Context: an optimization exercise on an open-source flow, tuned for a short achievable clock period and few clock cycles. The choices shown serve that exercise and are no tape-out recipe.
The RTL was checked by simulation tests, not by an equivalence proof against the original design.
No activity file was given, so power comes from the tool's default toggle rates.

==> inputs of 01-26 <==
## RV32ICore
module RV32ICore(
    input wire CPU_CLK,
    input wire CPU_RST,
    output wire [31:0] imem_addr,
    input wire [31:0] imem_rdata,
    output wire [31:0] dmem_addr,
    output wire [3:0] dmem_we,
    output wire [31:0] dmem_wdata,
    input wire [31:0] dmem_rdata
    );
Settings: LEC_CHECK=0, ABC_CLOCK_PERIOD_IN_PS=2500, CAP_MARGIN=20, CORE_MARGIN=2, CORE_UTILIZATION=60, SETUP_SLACK_MARGIN=5, SLEW_MARGIN=20; clock period 10.0 ns.
standard.sh (not shown) runs the stock make flow with config.mk's settings and CLKGATE_MAP_FILE= SYNTH_SCRIPT=/design/flow/synth_recipe.tcl, a recipe that flattens the netlist after the stock synthesis.
==> flow/flow/run.sh <==
#!/bin/bash
set -euo pipefail
bash standard.sh SETUP_SLACK_MARGIN=7 finish > standard.log 2>&1
==> 10-28 (differences from 01-26) <==
--- a/flow/design.v
+++ b/flow/design.v
@@ -57,11 +57,14 @@
     reg              btb_v   [0:BTB_N-1];
     reg              btb_unc [0:BTB_N-1];
     reg [1:0]        btb_ctr [0:BTB_N-1];
     reg [TAG_HI:TAG_LO] btb_tag [0:BTB_N-1];
     reg [13:2]       btb_tgt [0:BTB_N-1];
-    reg        c_live, c_taken, c_br, c_jal, c_jalr, c_hit;
+    reg              btb_loop [0:BTB_N-1];
+    reg [4:0]        btb_trip [0:BTB_N-1];
+    reg [4:0]        btb_iter [0:BTB_N-1];
+    reg        c_live, c_taken, c_br, c_jal, c_jalr, c_hit, c_back;
     reg [1:0]  c_ctr;
     reg [BTB_BITS-1:0] c_idx;
     reg [TAG_HI:TAG_LO] c_tag;
     reg [13:2] c_act_tgt, c_btb_tgt;
     wire       c_cti = c_br | c_jal | c_jalr;
@@ -69,10 +72,16 @@
     wire       u_v = c_cti;
     wire       u_unc = c_jal | c_jalr;
     wire [BTB_BITS-1:0] u_idx = c_idx;
     wire [TAG_HI:TAG_LO] u_tag = c_tag;
     wire [13:2] u_tgt = c_taken ? c_act_tgt : c_btb_tgt;
+    wire [4:0] c_iter = btb_iter[c_idx];
+    wire       u_lp = c_hit ? btb_loop[c_idx] : c_back;
+    wire [4:0] u_iter = !c_hit ? 5'd1 :
+                        c_taken ? ((c_iter == 5'd31) ? 5'd31 : c_iter + 5'd1) : 5'd0;
+    wire [4:0] u_trip = !c_hit ? 5'd0 :
+                        c_taken ? btb_trip[c_idx] : ((c_iter == 5'd31) ? 5'd0 : c_iter);
     wire [1:0] u_ctr = !c_hit ? 2'b11 :
                        c_taken ? ((c_ctr == 2'b11) ? 2'b11 : c_ctr + 2'b01)
                                : ((c_ctr == 2'b00) ? 2'b00 : c_ctr - 2'b01);
     reg [31:0] ia_n, ma;
     assign imem_addr = ~ia_n;
@@ -84,11 +93,13 @@
     reg  [BTB_N-1:0] f_match, f_take;
     integer k;
     always @(*) begin
         for (k = 0; k < BTB_N; k = k + 1) begin
             f_match[k] = btb_v[k] && (btb_tag[k] == pc_f[TAG_HI:TAG_LO]);
-            f_take[k] = btb_unc[k] || btb_ctr[k][1];
+            f_take[k] = btb_unc[k] ||
+                        ((btb_loop[k] && btb_trip[k] != 5'd0) ? (btb_iter[k] != btb_trip[k])
+                                                              : btb_ctr[k][1]);
         end
     end
     wire        f_hit = |(f_sel & f_match);
     wire        f_pred = |(f_sel & f_match & f_take);
     wire [1:0]  f_ctr = btb_ctr[f_idx];
@@ -352,10 +363,11 @@
         c_taken <= taken;
         c_br <= e_br;
         c_jal <= e_jal;
         c_jalr <= e_jalr;
         c_hit <= e_hit;
+        c_back <= e_bjimm[31];
         c_ctr <= e_ctr;
         c_idx <= e_pc[BTB_BITS+1:2];
         c_tag <= e_pc[TAG_HI:TAG_LO];
         c_act_tgt <= act_tgt[13:2];
         c_btb_tgt <= e_btb_tgt;
@@ -365,10 +377,13 @@
             btb_v[u_idx] <= u_v;
         end
         if (u_en) begin
             btb_unc[u_idx] <= u_unc;
             btb_ctr[u_idx] <= u_ctr;
+            btb_loop[u_idx] <= u_lp;
+            btb_iter[u_idx] <= u_iter;
+            btb_trip[u_idx] <= u_trip;
             btb_tag[u_idx] <= u_tag;
             btb_tgt[u_idx] <= u_tgt;
         end
     end
 endmodule
--- a/flow/config.mk
+++ b/flow/config.mk
@@ -6,8 +6,8 @@
 export NUM_CORES = 4
 export LEC_CHECK = 0
 export ABC_CLOCK_PERIOD_IN_PS = 2500
 export CAP_MARGIN = 20
 export CORE_MARGIN = 2
-export CORE_UTILIZATION = 60
+export CORE_UTILIZATION = 40
 export SETUP_SLACK_MARGIN = 5
 export SLEW_MARGIN = 20
==> out/results.tsv <==
stage	metric	value	unit
run_status	status	finished clean	
floorplan	dieWidth	611	um
floorplan	start_util	40.1	%
clocking	cts_setup_buffers	704	
synthesis	synthXorXnorAreaFrac	3.95	%
synthesis	synth_compound_area_share	9.98	%
synthesis	synth_area_per_cell	10.3	um^2
That was 10-28.
==> out/results.tsv <==
stage	metric	value	unit
run_status	status	aborted with a tool error	
run_status	stop_stage	5_1_grt	
run_status	error	[ERROR GRT-0232] Routing congestion too high. Check the congestion heatmap in the GUI.	
floorplan	dieWidth	476	um
synthesis	synthXorXnorAreaFrac	3.28	%
floorplan	start_util	60.3	%
synthesis	synth_area_per_cell	10.0	um^2
That was 01-26.
Testbench counts of 01-26, summed over its fixed seeds: cycles 112,213.
Testbench counts of 10-28, summed over its fixed seeds: cycles 110,003.

========
==> run Z: inputs <==
Another version of the RTL of RV32ICore (not shown whole).
export LEC_CHECK = 0
export ABC_CLOCK_PERIOD_IN_PS = 2500
export CAP_MARGIN = 20
export CORE_MARGIN = 2
export CORE_UTILIZATION = 40
export SETUP_SLACK_MARGIN = 5
export SLEW_MARGIN = 20
create_clock -name core_clock -period 10.0 [get_ports {CPU_CLK}]
Scripts as last shown in full above: flow/flow/run.sh
==> run Y (differences from run Z) <==
==> flow/design.v (replaced) <==
`timescale 1ns / 1ps
module RV32ICore(
    input wire CPU_CLK,
    input wire CPU_RST,
    output wire [31:0] imem_addr,
    input wire [31:0] imem_rdata,
    output wire [31:0] dmem_addr,
    output wire [3:0] dmem_we,
    output wire [31:0] dmem_wdata,
    input wire [31:0] dmem_rdata
    );
    localparam BTB_BITS = 5;
    localparam BTB_N = 1 << BTB_BITS;
    localparam TAG_LO = BTB_BITS + 2;
    localparam TAG_HI = 13;
    localparam OP_LUI = 7'b0110111, OP_AUIPC = 7'b0010111, OP_JAL = 7'b1101111,
               OP_JALR = 7'b1100111, OP_BR = 7'b1100011, OP_LOAD = 7'b0000011,
               OP_STORE = 7'b0100011, OP_IMM = 7'b0010011, OP_REG = 7'b0110011,
               OP_SYS = 7'b1110011;
    localparam A_ADD = 4'd0, A_SUB = 4'd1, A_SLL = 4'd2, A_SLT = 4'd3, A_SLTU = 4'd4,
               A_XOR = 4'd5, A_SRL = 4'd6, A_SRA = 4'd7, A_OR = 4'd8, A_AND = 4'd9,
               A_LINK = 4'd10, A_CSR = 4'd11;
    wire rst = CPU_RST;
    wire clk = CPU_CLK;
    reg [31:0] pc_f;
    reg        d_valid, d_use_hold;
    reg [31:0] d_pc, d_hold, d_pred_tgt, d_btb_tgt;
    reg        d_pred_taken, d_hit;
    reg [1:0]  d_ctr;
    reg        r_valid;
    reg [31:0] r_pc, r_inst, r_pred_tgt, r_btb_tgt;
    reg        r_pred_taken, r_hit;
    reg [1:0]  r_ctr;
    reg        e_valid;
    reg [31:0] e_pc, e_pc4, e_av, e_bv, e_sd, e_br_target, e_jcmp, e_pred_tgt, e_btb_tgt;
    reg        e_pred_taken, e_hit;
    reg [1:0]  e_ctr;
    reg [2:0]  e_fa, e_fb, e_fs;        
    reg [3:0]  e_alu;
    reg        e_rwe, e_load, e_store, e_br, e_jal, e_jalr, e_csr;
    reg [4:0]  e_rd, e_zimm;
    reg [2:0]  e_f3;
    reg [1:0]  e_csr_idx;
    reg [31:0] m_result, m_wdata;
    reg [3:0]  m_we;
    reg        m_rwe, m_load;
    reg [4:0]  m_rd;
    reg [2:0]  m_f3;
    reg [31:0] w_result;
    reg        w_rwe, w_load;
    reg [4:0]  w_rd;
    reg [2:0]  w_f3;
    reg [31:0] x_value;
    reg        x_rwe;
    reg [4:0]  x_rd;
    reg [31:0] rf [1:31];
    reg [31:0] csr [0:3];
    reg              btb_v   [0:BTB_N-1];
    reg              btb_unc [0:BTB_N-1];
    reg [1:0]        btb_ctr [0:BTB_N-1];
    reg [TAG_HI:TAG_LO] btb_tag [0:BTB_N-1];
    reg [31:0]       btb_tgt [0:BTB_N-1];
    reg        u_en, u_v, u_unc;
    reg [1:0]  u_ctr;
    reg [BTB_BITS-1:0] u_idx;
    reg [TAG_HI:TAG_LO] u_tag;
    reg [31:0] u_tgt;
    assign imem_addr = pc_f;
    assign dmem_addr = m_result;
    assign dmem_we = m_we;
    assign dmem_wdata = m_wdata;
    wire [BTB_BITS-1:0] f_idx = pc_f[BTB_BITS+1:2];
    wire        f_hit = btb_v[f_idx] && (btb_tag[f_idx] == pc_f[TAG_HI:TAG_LO]);
    wire [1:0]  f_ctr = btb_ctr[f_idx];
    wire [31:0] f_tgt = btb_tgt[f_idx];
    wire        f_pred = f_hit && (btb_unc[f_idx] || f_ctr[1]);
    wire [31:0] f_npc = f_pred ? f_tgt : (pc_f + 32'd4);
    wire [31:0] d_inst = d_use_hold ? d_hold : imem_rdata;
    wire [6:0] r_op = r_inst[6:0];
    wire [2:0] r_f3 = r_inst[14:12];
    wire [4:0] r_rd = r_inst[11:7];
    wire [4:0] r_rs1 = r_inst[19:15];
    wire [4:0] r_rs2 = r_inst[24:20];
    wire r_lui = r_op == OP_LUI;
    wire r_auipc = r_op == OP_AUIPC;
    wire r_jal = r_op == OP_JAL;
    wire r_jalr = r_op == OP_JALR;
    wire r_brn = r_op == OP_BR;
    wire r_load = r_op == OP_LOAD;
    wire r_store = r_op == OP_STORE;
    wire r_opimm = r_op == OP_IMM;
    wire r_opreg = r_op == OP_REG;
    wire r_csr = (r_op == OP_SYS) && (r_f3[1:0] != 2'b00);
    wire r_use1 = r_jalr | r_brn | r_load | r_store | r_opimm | r_opreg | (r_csr & ~r_f3[2]);
    wire r_use2 = r_brn | r_store | r_opreg;
    wire r_wr = (r_lui | r_auipc | r_jal | r_jalr | r_load | r_opimm | r_opreg | r_csr) && (r_rd != 5'd0);
    wire [31:0] r_imm_i = {{20{r_inst[31]}}, r_inst[31:20]};
    wire [31:0] r_imm_s = {{20{r_inst[31]}}, r_inst[31:25], r_inst[11:7]};
    wire [31:0] r_imm_u = {r_inst[31:12], 12'b0};
    wire [31:0] r_imm_b = {{20{r_inst[31]}}, r_inst[7], r_inst[30:25], r_inst[11:8], 1'b0};
    wire [31:0] r_imm_j = {{12{r_inst[31]}}, r_inst[19:12], r_inst[20], r_inst[30:21], 1'b0};
    wire [31:0] r_imm = r_store ? r_imm_s : ((r_lui | r_auipc) ? r_imm_u : r_imm_i);
    reg [3:0] r_alu;
    always @(*) begin
        if (r_jal | r_jalr) r_alu = A_LINK;
        else if (r_csr) r_alu = A_CSR;
        else if (r_opimm | r_opreg)
            case (r_f3)
                3'd0: r_alu = (r_opreg & r_inst[30]) ? A_SUB : A_ADD;
                3'd1: r_alu = A_SLL;
                3'd2: r_alu = A_SLT;
                3'd3: r_alu = A_SLTU;
                3'd4: r_alu = A_XOR;
                3'd5: r_alu = r_inst[30] ? A_SRA : A_SRL;
                3'd6: r_alu = A_OR;
                default: r_alu = A_AND;
            endcase
        else r_alu = A_ADD;
    end
    wire [31:0] r_rv1 = (r_rs1 == 5'd0) ? 32'd0 :
                        (x_rwe && x_rd == r_rs1) ? x_value : rf[r_rs1];
    wire [31:0] r_rv2 = (r_rs2 == 5'd0) ? 32'd0 :
                        (x_rwe && x_rd == r_rs2) ? x_value : rf[r_rs2];
    wire h1e = e_valid && e_rwe && e_rd == r_rs1;
    wire h1m = m_rwe && m_rd == r_rs1;
    wire h1w = w_rwe && w_rd == r_rs1;
    wire h2e = e_valid && e_rwe && e_rd == r_rs2;
    wire h2m = m_rwe && m_rd == r_rs2;
    wire h2w = w_rwe && w_rd == r_rs2;
    wire [2:0] fsel1 = h1e ? 3'b001 : h1m ? 3'b010 : h1w ? 3'b100 : 3'b000;
    wire [2:0] fsel2 = h2e ? 3'b001 : h2m ? 3'b010 : h2w ? 3'b100 : 3'b000;
    wire stall = r_valid && ((r_use1 && ((h1e && e_load) || (!h1e && h1m && m_load))) ||
                             (r_use2 && ((h2e && e_load) || (!h2e && h2m && m_load))));
    wire [31:0] a = e_fa[0] ? m_result : e_fa[1] ? w_result : e_fa[2] ? x_value : e_av;
    wire [31:0] b = e_fb[0] ? m_result : e_fb[1] ? w_result : e_fb[2] ? x_value : e_bv;
    wire [31:0] sd = e_fs[0] ? m_result : e_fs[1] ? w_result : e_fs[2] ? x_value : e_sd;
    wire [31:0] sum = a + b;
    wire [31:0] diff = a - b;
    wire lt = $signed(a) < $signed(b);
    wire ltu = a < b;
    wire eq = a == b;
    wire [31:0] csr_old = csr[e_csr_idx];
    wire [31:0] csr_src = e_f3[2] ? {27'd0, e_zimm} : a;
    reg  [31:0] csr_new;
    always @(*) begin
        case (e_f3[1:0])
            2'b01: csr_new = csr_src;
            2'b10: csr_new = csr_old | csr_src;
            default: csr_new = csr_old & ~csr_src;
        endcase
    end
    reg [31:0] e_res;
    always @(*) begin
        case (e_alu)
            A_ADD:  e_res = sum;
            A_SUB:  e_res = diff;
            A_SLL:  e_res = a << b[4:0];
            A_SLT:  e_res = {31'd0, lt};
            A_SLTU: e_res = {31'd0, ltu};
            A_XOR:  e_res = a ^ b;
            A_SRL:  e_res = a >> b[4:0];
            A_SRA:  e_res = $signed(a) >>> b[4:0];
            A_OR:   e_res = a | b;
            A_AND:  e_res = a & b;
            A_LINK: e_res = e_pc4;
            default: e_res = csr_old;
        endcase
    end
    reg cond;
    always @(*) begin
        case (e_f3)
            3'b000: cond = eq;
            3'b001: cond = ~eq;
            3'b100: cond = lt;
            3'b101: cond = ~lt;
            3'b110: cond = ltu;
            3'b111: cond = ~ltu;
            default: cond = 1'b0;
        endcase
    end
    wire taken = e_jal | e_jalr | (e_br & cond);
    wire tgt_ok = e_jalr ? (a == e_jcmp) : (e_pred_tgt == e_br_target);
    wire redir = e_valid && (taken ? !(e_pred_taken && tgt_ok) : e_pred_taken);
    wire [31:0] act_tgt = e_jalr ? sum : e_br_target;
    wire [31:0] redir_tgt = taken ? act_tgt : e_pc4;
    wire [1:0] lo = sum[1:0];
    reg [3:0] be;
    always @(*) begin
        case (e_f3[1:0])
            2'b00: be = 4'b0001 << lo;
            2'b01: be = lo[1] ? 4'b1100 : 4'b0011;
            default: be = 4'b1111;
        endcase
    end
    wire [31:0] wdata = (e_f3[1:0] == 2'b00) ? {4{sd[7:0]}} :
                        (e_f3[1:0] == 2'b01) ? {2{sd[15:0]}} : sd;
    wire [1:0] w_lo = w_result[1:0];
    wire [7:0] ld_b = w_lo[1] ? (w_lo[0] ? dmem_rdata[31:24] : dmem_rdata[23:16])
                              : (w_lo[0] ? dmem_rdata[15:8] : dmem_rdata[7:0]);
    wire [15:0] ld_h = w_lo[1] ? dmem_rdata[31:16] : dmem_rdata[15:0];
    reg [31:0] ld_val;
    always @(*) begin
        case (w_f3)
            3'b000: ld_val = {{24{ld_b[7]}}, ld_b};
            3'b001: ld_val = {{16{ld_h[15]}}, ld_h};
            3'b100: ld_val = {24'd0, ld_b};
            3'b101: ld_val = {16'd0, ld_h};
            default: ld_val = dmem_rdata;
        endcase
    end
    integer i;
    always @(posedge clk) begin
        if (rst) pc_f <= 32'd0;
        else if (redir) pc_f <= redir_tgt;
        else if (!stall) pc_f <= f_npc;
        if (rst || redir) begin
            d_valid <= 1'b0;
            d_use_hold <= 1'b0;
        end else if (stall) begin
            d_use_hold <= 1'b1;
            d_hold <= d_inst;
        end else begin
            d_valid <= 1'b1;
            d_use_hold <= 1'b0;
            d_pc <= pc_f;
            d_pred_taken <= f_pred;
            d_pred_tgt <= f_npc;
            d_hit <= f_hit;
            d_ctr <= f_ctr;
            d_btb_tgt <= f_tgt;
        end
        if (rst || redir) r_valid <= 1'b0;
        else if (!stall) begin
            r_valid <= d_valid;
            r_inst <= d_inst;
            r_pc <= d_pc;
            r_pred_taken <= d_pred_taken;
            r_pred_tgt <= d_pred_tgt;
            r_hit <= d_hit;
            r_ctr <= d_ctr;
            r_btb_tgt <= d_btb_tgt;
        end
        if (rst || redir || stall || !r_valid) begin
            e_valid <= 1'b0;
            e_rwe <= 1'b0;
            e_load <= 1'b0;
            e_store <= 1'b0;
            e_br <= 1'b0;
            e_jal <= 1'b0;
            e_jalr <= 1'b0;
            e_csr <= 1'b0;
            e_pred_taken <= 1'b0;
            e_hit <= 1'b0;
        end else begin
            e_valid <= 1'b1;
            e_rwe <= r_wr;
            e_load <= r_load;
            e_store <= r_store;
            e_br <= r_brn;
            e_jal <= r_jal;
            e_jalr <= r_jalr;
            e_csr <= r_csr;
            e_pred_taken <= r_pred_taken;
            e_hit <= r_hit;
        end
        e_pc <= r_pc;
        e_pc4 <= r_pc + 32'd4;
        e_br_target <= r_pc + (r_jal ? r_imm_j : r_imm_b);
        e_jcmp <= r_pred_tgt - r_imm_i;
        e_pred_tgt <= r_pred_tgt;
        e_btb_tgt <= r_btb_tgt;
        e_ctr <= r_ctr;
        e_alu <= r_alu;
        e_rd <= r_rd;
        e_zimm <= r_rs1;
        e_f3 <= r_f3;
        e_csr_idx <= r_inst[21:20];
        e_av <= r_lui ? 32'd0 : (r_auipc ? r_pc : r_rv1);
        e_bv <= (r_opreg | r_brn) ? r_rv2 : r_imm;
        e_sd <= r_rv2;
        e_fa <= (r_lui | r_auipc) ? 3'b000 : fsel1;
        e_fb <= (r_opreg | r_brn) ? fsel2 : 3'b000;
        e_fs <= fsel2;
        m_result <= e_res;
        m_wdata <= wdata;
        if (rst) begin
            m_we <= 4'd0;
            m_rwe <= 1'b0;
            m_load <= 1'b0;
        end else begin
            m_we <= e_store ? be : 4'd0;
            m_rwe <= e_rwe;
            m_load <= e_load;
        end
        m_rd <= e_rd;
        m_f3 <= e_f3;
        w_result <= m_result;
        w_rwe <= rst ? 1'b0 : m_rwe;
        w_load <= m_load;
        w_rd <= m_rd;
        w_f3 <= m_f3;
        x_value <= w_load ? ld_val : w_result;
        x_rwe <= rst ? 1'b0 : w_rwe;
        x_rd <= w_rd;
        if (rst) begin
            for (i = 1; i < 32; i = i + 1) rf[i] <= 32'd0;
        end else if (x_rwe) begin
            rf[x_rd] <= x_value;
        end
        if (rst) begin
            for (i = 0; i < 4; i = i + 1) csr[i] <= 32'd0;
        end else if (e_csr) begin
            csr[e_csr_idx] <= csr_new;
        end
        if (rst) u_en <= 1'b0;
        else u_en <= e_valid && ((e_br && (taken || e_hit)) || e_jal || e_jalr || (e_hit && !(e_br || e_jal || e_jalr)));
        u_v <= e_br | e_jal | e_jalr;
        u_unc <= e_jal | e_jalr;
        u_idx <= e_pc[BTB_BITS+1:2];
        u_tag <= e_pc[TAG_HI:TAG_LO];
        u_tgt <= taken ? act_tgt : e_btb_tgt;
        u_ctr <= !e_hit ? 2'b11 :
                 taken ? ((e_ctr == 2'b11) ? 2'b11 : e_ctr + 2'b01)
                       : ((e_ctr == 2'b00) ? 2'b00 : e_ctr - 2'b01);
        if (rst) begin
            for (i = 0; i < BTB_N; i = i + 1) btb_v[i] <= 1'b0;
        end else if (u_en) begin
            btb_v[u_idx] <= u_v;
            btb_unc[u_idx] <= u_unc;
            btb_ctr[u_idx] <= u_ctr;
            btb_tag[u_idx] <= u_tag;
            btb_tgt[u_idx] <= u_tgt;
        end
    end
endmodule
==> flow/run.sh (new file) <==
#!/bin/bash
# synth_recipe.tcl (not shown) runs the flow's synth.tcl, then flattens the netlist and writes it again
# the make line also repeats each setting of config.mk as NAME=value (left out here)
make -C /OpenROAD-flow-scripts/flow DESIGN_CONFIG=/design/flow/config.mk WORK_HOME=/design/flow/orfs CLKGATE_MAP_FILE= SYNTH_SCRIPT=/design/flow/synth_recipe.tcl finish
ABC_CLOCK_PERIOD_IN_PS = not set   (was 2500)
SETUP_SLACK_MARGIN = not set   (was 5)
removed: flow/flow/run.sh
removed: flow/standard.sh
==> run notes <==
quantity	run Z	run Y
Outcome	no timing/DRC/antenna violations	no timing/DRC/antenna violations
Post-placement cell count	13000	15330
Number of global-route vias before repair	85910	98050
Number of clock buffers in the layout	396	487
FILL cells	26250	33990
Area of the multi-input gates	56890 um^2	57320 um^2
Post-synth EDFFs	2112	2792
Area Overhead vs Synth	26.50%	12.68%
Area share of the largest cell type after synthesis	0.4982	0.5374
Total length of routed wires	540.3 mm	593.7 mm
Final core utilization	0.5076	0.4522
CP startpoint	e_fa$_DFF_P_	e_fa[1]$_SDFF_PP0_
Insertion delay to the later sink of the worst-skew pair	960 ps	1000 ps
Antenna cells	14	26
Post-synthesis register bit count	2640	3356
Number of gates resized after CTS	1846	0
Signal buffers share of area	0.08691	0.02354
Leakage power	57.24 nW	60.54 nW
Complex-gate fraction of the synthesized area	0.06762	0.05849
Worst-case hold slack	261.5 ps	324.6 ps
Highest attainable clock frequency	214.8 MHz	136.0 MHz
Testbench counts of run Z, summed over its fixed seeds: cycles 115,342.
Testbench counts of run Y, summed over its fixed seeds: cycles 115,342.

==> afterwards: timing with drivers on the ports <==
Ports are ideal in the flow. The routed layouts listed here were re-timed in OpenROAD.
Step 1, drivers: a clkbuf_16 drives CPU_CLK and a buf_2 each remaining input, both assumed.
Step 2 adds t to the input delays and takes it off the output delays; t is the mean of the earliest and latest rising clock arrival at the registers after step 1. Input paths then give back, and output paths get back, about the clock's delay inside the block.
Slacks: ideal / step 1 / step 2; pairs: ideal / step 1.
run	t (ns)	setup slack, ns	worst setup path after step 2
10-28	1.067	5.511 / 5.540 / 4.473	input to register
run Z	1.003	5.345 / 5.345 / 5.345	register to register
run Y	1.084	2.649 / 2.649 / 2.649	register to register
After both steps every run listed still meets setup and hold. The setup slack of 10-28, which loses most, moves by +0.029 ns with the drivers and by -1.038 ns with both steps.
